Background: an optimization exercise with open tools, aiming at small area. Do not read the settings as production practice.
Function was checked by simulation only, so behaviour that the tests miss may differ from the original.
The clock port is modelled as an ideal driver; clocking choices that lean on that would not hold on a real chip.
No activity file was given, so power comes from the tool's default toggle rates.

==> inputs of run a <==
==> flow/design.v (excerpt) <==
module Pong_Top (input i_Clk, input i_Rst, input i_Switch_2, input i_Switch_1, input i_Switch_3, input i_Switch_4,
   output o_VGA_HSync,
   output o_VGA_VSync,
   output o_VGA_Red_0,
   output o_VGA_Red_1,
   output o_VGA_Red_2,
   output o_VGA_Grn_0,
   output o_VGA_Grn_1,
   output o_VGA_Grn_2,
   output o_VGA_Blu_0,
   output o_VGA_Blu_1,
   output o_VGA_Blu_2);
export LEC_CHECK = 0
export CAP_MARGIN = 20
export CORE_MARGIN = 2
export CORE_UTILIZATION = 65
export CTS_BUF_LIST = sky130_fd_sc_hd__clkbuf_8
export SLEW_MARGIN = 20
export SYNTH_HIERARCHICAL = 1
create_clock -name core_clock -period 40.0 [get_ports {i_Clk}]
standard.sh (not shown) runs the stock make flow with config.mk's settings and CLKGATE_MAP_FILE= SYNTH_SCRIPT=/design/flow/synth_recipe.tcl, a recipe that flattens the netlist after the stock synthesis.
==> flow/flow/run.sh <==
#!/bin/bash
# The standard layout (the standard.sh, standard synthesis unchanged) with
# three area changes:
#  * ports are buffered with sky130_fd_sc_hd__buf_1,
#  * clock tree synthesis uses clkbuf_8 and inserts no dummy loads; after
#    it, clock buffers driving at most 12 sinks become clkbuf_4
#    (flow/clkdown.tcl),
#  * after floorplan, each combinational cell is swapped to the smallest
#    drive strength of its own cell family (flow/downsize.tcl); later
#    repair steps resize again where slew, capacitance or timing need it.
# The make output goes to standard.log; each ORFS step logs under orfs/logs.
set -euo pipefail
F="$(pwd)/flow"
bash standard.sh \
  BUFFER_PORTS_ARGS="-buffer_cell sky130_fd_sc_hd__buf_1" \
  CTS_ARGS="-sink_clustering_enable -repair_clock_nets -dont_use_dummy_load -buf_list sky130_fd_sc_hd__clkbuf_8" \
  POST_FLOORPLAN_TCL="$F/downsize.tcl" \
  POST_CTS_TCL="$F/clkdown.tcl" \
  finish > standard.log 2>&1
==> flow/flow/clkdown.tcl <==
# After clock tree synthesis: clock buffers that drive few sinks are swapped
# to a smaller clock buffer (the footprint shrinks, so placement stays legal).
set db [ord::get_db]
set block [[$db getChip] getBlock]
set small [$db findMaster sky130_fd_sc_hd__clkbuf_4]
set n 0
foreach inst [$block getInsts] {
  if {[[$inst getMaster] getName] != "sky130_fd_sc_hd__clkbuf_8"} continue
  set fan 0
  foreach it [$inst getITerms] {
    if {[$it isOutputSignal]} {
      set net [$it getNet]
      if {$net != "NULL"} { set fan [expr {[llength [$net getITerms]] - 1}] }
    }
  }
  if {$fan <= 12} {
    $inst swapMaster $small
    incr n
  }
}
puts "clkdown: swapped $n clock buffers to clkbuf_4"
Other scripts of this flow, unchanged in this note and not shown: flow/flow/downsize.tcl
==> run b (differences from run a) <==
--- a/flow/flow/run.sh
+++ b/flow/flow/run.sh
@@ -3,7 +3,7 @@
 # three area changes:
 #  * ports are buffered with sky130_fd_sc_hd__buf_1,
 #  * clock tree synthesis uses clkbuf_8 and inserts no dummy loads; after
-#    it, clock buffers driving at most 12 sinks become clkbuf_4
+#    it, clock buffers driving at most 10 sinks become clkbuf_4
 #    (flow/clkdown.tcl),
 #  * after floorplan, each combinational cell is swapped to the smallest
 #    drive strength of its own cell family (flow/downsize.tcl); later
--- a/flow/flow/clkdown.tcl
+++ b/flow/flow/clkdown.tcl
@@ -13,7 +13,7 @@
       if {$net != "NULL"} { set fan [expr {[llength [$net getITerms]] - 1}] }
     }
   }
-  if {$fan <= 12} {
+  if {$fan <= 10} {
     $inst swapMaster $small
     incr n
   }
--- a/flow/config.mk
+++ b/flow/config.mk
@@ -7,7 +7,7 @@
 export LEC_CHECK = 0
 export CAP_MARGIN = 20
 export CORE_MARGIN = 2
-export CORE_UTILIZATION = 65
+export CORE_UTILIZATION = 40
 export CTS_BUF_LIST = sky130_fd_sc_hd__clkbuf_8
 export SLEW_MARGIN = 20
 export SYNTH_HIERARCHICAL = 1
==> run notes <==
metric	run a	run b
Combinational cell fraction of total power	0.032	0.031
Final critical delay including setup and external delays	9.62 ns	9.68 ns
Met2 GRT Util	0.425	0.246
Fraction of power consumed by sequential logic	0.678	0.664
Achievable frequency	104 MHz	103 MHz
Overall power consumption	147 uW	150 uW
Fin area	5470 um^2	5580 um^2
Half-perimeter wire length of the detailed placement result	7.18 mm	7.11 mm
Normalized max-slew margin	0.440	0.435
Area fraction of clock buffers and clock inverters	0.0158	0.0188
Clock insertion delay at the later pin of the skew report	0.43 ns	0.46 ns
Setup slack of the critical path after layout	30.38 ns	30.32 ns
Area of the core	8090 um^2	13100 um^2
Area Overhead vs Synth	2.34%	4.35%
Net Switching	32.6 uW	32.7 uW
All-layer global routing usage	0.231	0.140
Run status	no timing/DRC/antenna violations	no timing/DRC/antenna violations
DRC marker count from the first detailed-route iteration	128	148

---

==> inputs of quartz <==
Pong_Top, a different RTL version from the one above (not shown whole).
Settings: LEC_CHECK=0, CAP_MARGIN=20, CORE_MARGIN=2, CORE_UTILIZATION=40, CTS_BUF_LIST=sky130_fd_sc_hd__clkbuf_8, SLEW_MARGIN=20; clock period 40.0 ns.
==> flow/flow/run.sh <==
#!/bin/bash
# The standard layout (the standard.sh, standard synthesis unchanged) with
# three area changes:
#  * ports are buffered with sky130_fd_sc_hd__buf_1,
#  * clock tree synthesis uses clkbuf_8 and inserts no dummy loads,
#  * after floorplan, each combinational cell is swapped to the smallest
#    drive strength of its own cell family (flow/downsize.tcl); later
#    repair steps resize again where slew, capacitance or timing need it.
# The make output goes to standard.log; each ORFS step logs under orfs/logs.
set -euo pipefail
F="$(pwd)/flow"
bash standard.sh \
  BUFFER_PORTS_ARGS="-buffer_cell sky130_fd_sc_hd__buf_1" \
  CTS_ARGS="-sink_clustering_enable -repair_clock_nets -dont_use_dummy_load -buf_list sky130_fd_sc_hd__clkbuf_8" \
  POST_FLOORPLAN_TCL="$F/downsize.tcl" \
  finish > standard.log 2>&1
==> flow/flow/downsize.tcl <==
# Swap every combinational cell to the smallest cell with the same function
# (same pins), leaving flip-flops, taps and fillers alone.
set db [ord::get_db]
set block [[$db getChip] getBlock]
set dont_use [list]
if {[info exists ::env(DONT_USE_CELLS)]} { set dont_use $::env(DONT_USE_CELLS) }
set n 0
set saved 0
foreach inst [$block getInsts] {
  set m [$inst getMaster]
  set name [$m getName]
  if {![string match "sky130_fd_sc_hd__*" $name]} continue
  if {[string match "*df*" $name] || [string match "*dl*" $name] || [string match "*tap*" $name] || [string match "*fill*" $name] || [string match "*decap*" $name] || [string match "*conb*" $name]} continue
  set lc [get_lib_cells -quiet */$name]
  if {$lc == ""} continue
  set family [regsub {_[0-9]+$} $name ""]
  set best $m
  set best_a [expr {[$m getWidth] * [$m getHeight]}]
  foreach e [get_lib_cells -quiet */${family}_*] {
    set en [get_name $e]
    if {[regsub {_[0-9]+$} $en ""] != $family} continue
    if {[lsearch -exact $dont_use $en] >= 0} continue
    if {![sta::equiv_cells $lc $e]} continue
    set em [$db findMaster $en]
    if {$em == "NULL" || $em == ""} continue
    set a [expr {[$em getWidth] * [$em getHeight]}]
    if {$a < $best_a} { set best $em; set best_a $a }
  }
  if {$best != $m} {
    set saved [expr {$saved + [$m getWidth] * [$m getHeight] - $best_a}]
    $inst swapMaster $best
    incr n
  }
}
puts "downsize: swapped $n cells, saved [expr {$saved / 1e6}] um2"
==> fjord: changes against quartz <==
--- a/flow/design.v
+++ b/flow/design.v
@@ -125,104 +125,95 @@
     r_kl <= w_kl_next;
   if (i_Rst)
     r_kr <= 4'd8;
   else if (w_r_mv)
     r_kr <= w_kr_next;
 end
-localparam S_START = 2'd0, S_RIGHT = 2'd1, S_LEFT = 2'd2, S_OUT = 2'd3;
-reg [1:0] r_state;
+reg       r_parked;
+reg       r_dir;       
 reg       r_vmove;     
 reg       r_vdir;      
 reg [3:0] r_bq;        
 reg [4:0] r_br;        
 reg [9:0] r_bs;        
 reg [4:0] r_div;
 wire [9:0] w_div_inc = inc10({5'd0, r_div});
 wire w_step = (r_div == 5'd15);
 always @(posedge i_Clk)
   r_div <= i_Rst ? 5'd0 : w_div_inc[4:0];
 wire w_at_right = r_bs[9] & r_bs[6] & r_bs[5] & r_bs[3] & r_bs[2] & r_bs[0];    
 wire w_at_left  = ~|r_bs[9:4] & ~r_bs[2];                                      
-wire w_at_delay = (&r_bs[9:4]) & r_bs[1] & r_bs[0];                            
-wire [3:0] w_k = r_state[0] ? r_kr : r_kl;
+wire w_at_serve = (&r_bs[9:4]) & r_bs[2];                                      
+wire [3:0] w_k = r_dir ? r_kr : r_kl;
 wire [5:0] w_e = sub5({1'b0, w_k}, {1'b0, r_bq});
 wire w_e0  = (w_e == 6'd0);
 wire w_e1  = (w_e == 6'd1);
 wire w_em1 = (w_e == 6'h3f);
 wire w_r0   = (r_br == 5'd0);
 wire w_hit  = w_e0 | w_e1 | (w_em1 & w_r0);
 wire w_same = w_e0 & w_r0;
 wire w_down = (w_e0 & ~w_r0) | (w_em1 & w_r0);
-wire w_moving = r_state[0] ? ~w_at_right : ~w_at_left;
+wire w_moving = r_dir ? ~w_at_right : ~w_at_left;
 wire w_top = (r_bq == 4'd0) && (r_br == 5'd5);      
 wire w_bot = (r_bq == 4'd15) && (r_br == 5'd24);    
 wire w_r29 = r_br[4] & r_br[3] & r_br[2] & r_br[0];
 wire [9:0] w_br_step = updn10({5'd0, r_br}, ~r_vdir);
 wire [9:0] w_bq_step = updn10({6'd0, r_bq}, ~r_vdir);
-wire [9:0] w_bs_step = updn10(r_bs, r_state == S_LEFT);
+wire [9:0] w_bs_step = updn10(r_bs, ~r_parked & ~r_dir);
 always @(posedge i_Clk) begin
   if (i_Rst) begin
-    r_state <= S_OUT;
-    r_vdir <= 1'b0;
+    r_parked <= 1'b1;
+    r_dir <= 1'b0;
     r_bq <= 4'd8;
     r_br <= 5'd0;
     r_bs <= 10'd11;
   end else if (w_step) begin
-    case (r_state)
-      S_START: begin
+    if (r_parked) begin
+      if (w_at_serve) begin
+        r_parked <= 1'b0;
+        r_dir <= 1'b1;
         r_bq <= 4'd8;
         r_br <= 5'd0;
         r_bs <= 10'd11;
         r_vmove <= 1'b0;
-        r_state <= S_RIGHT;
-      end
-      S_RIGHT, S_LEFT: begin
-        if (w_moving) begin
-          r_bs <= w_bs_step;
-          if (r_vmove) begin
-            if (r_vdir) begin
-              if (w_bot) begin
-                r_bq <= 4'd0;
-                r_br <= 5'd5;
-              end else if (w_r29) begin
-                r_bq <= w_bq_step[3:0];
-                r_br <= 5'd0;
-              end else
-                r_br <= w_br_step[4:0];
-            end else begin
-              if (w_top) begin
-                r_bq <= 4'd15;
-                r_br <= 5'd24;
-              end else if (w_r0) begin
-                r_bq <= w_bq_step[3:0];
-                r_br <= 5'd29;
-              end else
-                r_br <= w_br_step[4:0];
-            end
-          end
-        end else if (w_hit) begin
-          r_state <= r_state[0] ? S_LEFT : S_RIGHT;
-          r_vmove <= ~w_same;
-          r_vdir <= w_down;
+      end else
+        r_bs <= w_bs_step;
+    end else if (w_moving) begin
+      r_bs <= w_bs_step;
+      if (r_vmove) begin
+        if (r_vdir) begin
+          if (w_bot) begin
+            r_bq <= 4'd0;
+            r_br <= 5'd5;
+          end else if (w_r29) begin
+            r_bq <= w_bq_step[3:0];
+            r_br <= 5'd0;
+          end else
+            r_br <= w_br_step[4:0];
         end else begin
-          r_state <= S_OUT;
-          r_vdir <= r_state[0];
-          r_bs <= 10'd11;
+          if (w_top) begin
+            r_bq <= 4'd15;
+            r_br <= 5'd24;
+          end else if (w_r0) begin
+            r_bq <= w_bq_step[3:0];
+            r_br <= 5'd29;
+          end else
+            r_br <= w_br_step[4:0];
         end
       end
-      S_OUT: begin
-        if (w_at_delay)
-          r_state <= S_START;
-        else
-          r_bs <= w_bs_step;
-      end
-    endcase
-  end
-end
-wire w_parked = ~(r_state[0] ^ r_state[1]);    
-wire [9:0] w_bcol = w_parked ? (r_vdir ? 10'd621 : 10'd11) : r_bs;
+    end else if (w_hit) begin
+      r_dir <= ~r_dir;
+      r_vmove <= ~w_same;
+      r_vdir <= w_down;
+    end else begin
+      r_parked <= 1'b1;
+      r_bs <= 10'd11;
+    end
+  end
+end
+wire [9:0] w_bcol = r_parked ? (r_dir ? 10'd621 : 10'd11) : r_bs;
 wire [5:0] w_dq = sub5(r_rq, {1'b0, r_bq});
 wire [5:0] w_dr = sub5(r_rr, r_br);     
 wire w_dr_lo = ~w_dr[5] | (w_dr[4:2] == 3'b111);                        
 wire w_dr_hi = w_dr[5] | (w_dr[4:3] == 2'b00 & ~(w_dr[2] & w_dr[1]));   
 wire w_ball_row = ((w_dq == 6'd0) & w_dr_lo & w_dr_hi) ||
                   ((w_dq == 6'd1) & w_dr[5] & ~w_dr[4] & ~w_dr[3]) ||    
--- a/flow/flow/run.sh
+++ b/flow/flow/run.sh
@@ -8,9 +8,9 @@
 #    repair steps resize again where slew, capacitance or timing need it.
 # The make output goes to standard.log; each ORFS step logs under orfs/logs.
 set -euo pipefail
 F="$(pwd)/flow"
 bash standard.sh \
   BUFFER_PORTS_ARGS="-buffer_cell sky130_fd_sc_hd__buf_1" \
-  CTS_ARGS="-sink_clustering_enable -repair_clock_nets -dont_use_dummy_load -buf_list sky130_fd_sc_hd__clkbuf_8" \
+  CTS_ARGS="-sink_clustering_enable -repair_clock_nets -dont_use_dummy_load -buf_list \"sky130_fd_sc_hd__clkbuf_4 sky130_fd_sc_hd__clkbuf_8\" -sink_clustering_size 8 -sink_clustering_max_diameter 30" \
   POST_FLOORPLAN_TCL="$F/downsize.tcl" \
   finish > standard.log 2>&1
==> tundra: changes against quartz <==
==> flow/run.sh (new file) <==
#!/bin/bash
# synth_recipe.tcl (not shown) runs the flow's synth.tcl, then flattens the netlist and writes it again
# the make line also repeats each setting of config.mk as NAME=value (left out here)
make -C /OpenROAD-flow-scripts/flow DESIGN_CONFIG=/design/flow/config.mk WORK_HOME=/design/flow/orfs CLKGATE_MAP_FILE= SYNTH_SCRIPT=/design/flow/synth_recipe.tcl finish
removed: flow/flow/run.sh
removed: flow/flow/downsize.tcl
removed: flow/standard.sh
==> notes <==
fjord never finished: it broke off in 4_1_cts, error STA-0564. tundra completed with no timing, DRC or antenna violations. quartz finished with timing, DRC and antenna clean. Between quartz and tundra, the lower hold slack is in quartz (gap 0.0013 ns). Between fjord and tundra, the lower area after synthesis is in fjord (gap about 4.6%, measured against tundra). In quartz the clock-buffer cell count is lower than in tundra, by 1. Against quartz, the register-to-register slack of tundra is worse by 0.21 ns. Via count: tundra is larger than quartz (0.29%).

-- re-timing with driven ports --
In the flow no input, the clock included, has a driving cell. The finished layouts below were timed again as built, in two steps. Step 1, drivers: a clkbuf_16 drives i_Clk and a buf_2 each remaining input, both assumed. Step 2 also shifts input and output timing later by t, the mid clock arrival at the registers, as if the neighbouring blocks saw the same clock. Slacks: ideal ports / drivers / drivers and shift; pairs: ideal ports / drivers.
run	t (ns)	setup slack, ns	worst setup path after step 2
run a	0.449	30.380 / 30.345 / 30.713	input to register
run b	0.472	30.322 / 30.290 / 30.652	input to register
quartz	0.402	30.000 / 29.963 / 30.143	input to register
tundra	0.418	29.742 / 29.707 / 29.871	input to register
After both steps setup and hold are still met in every run listed.
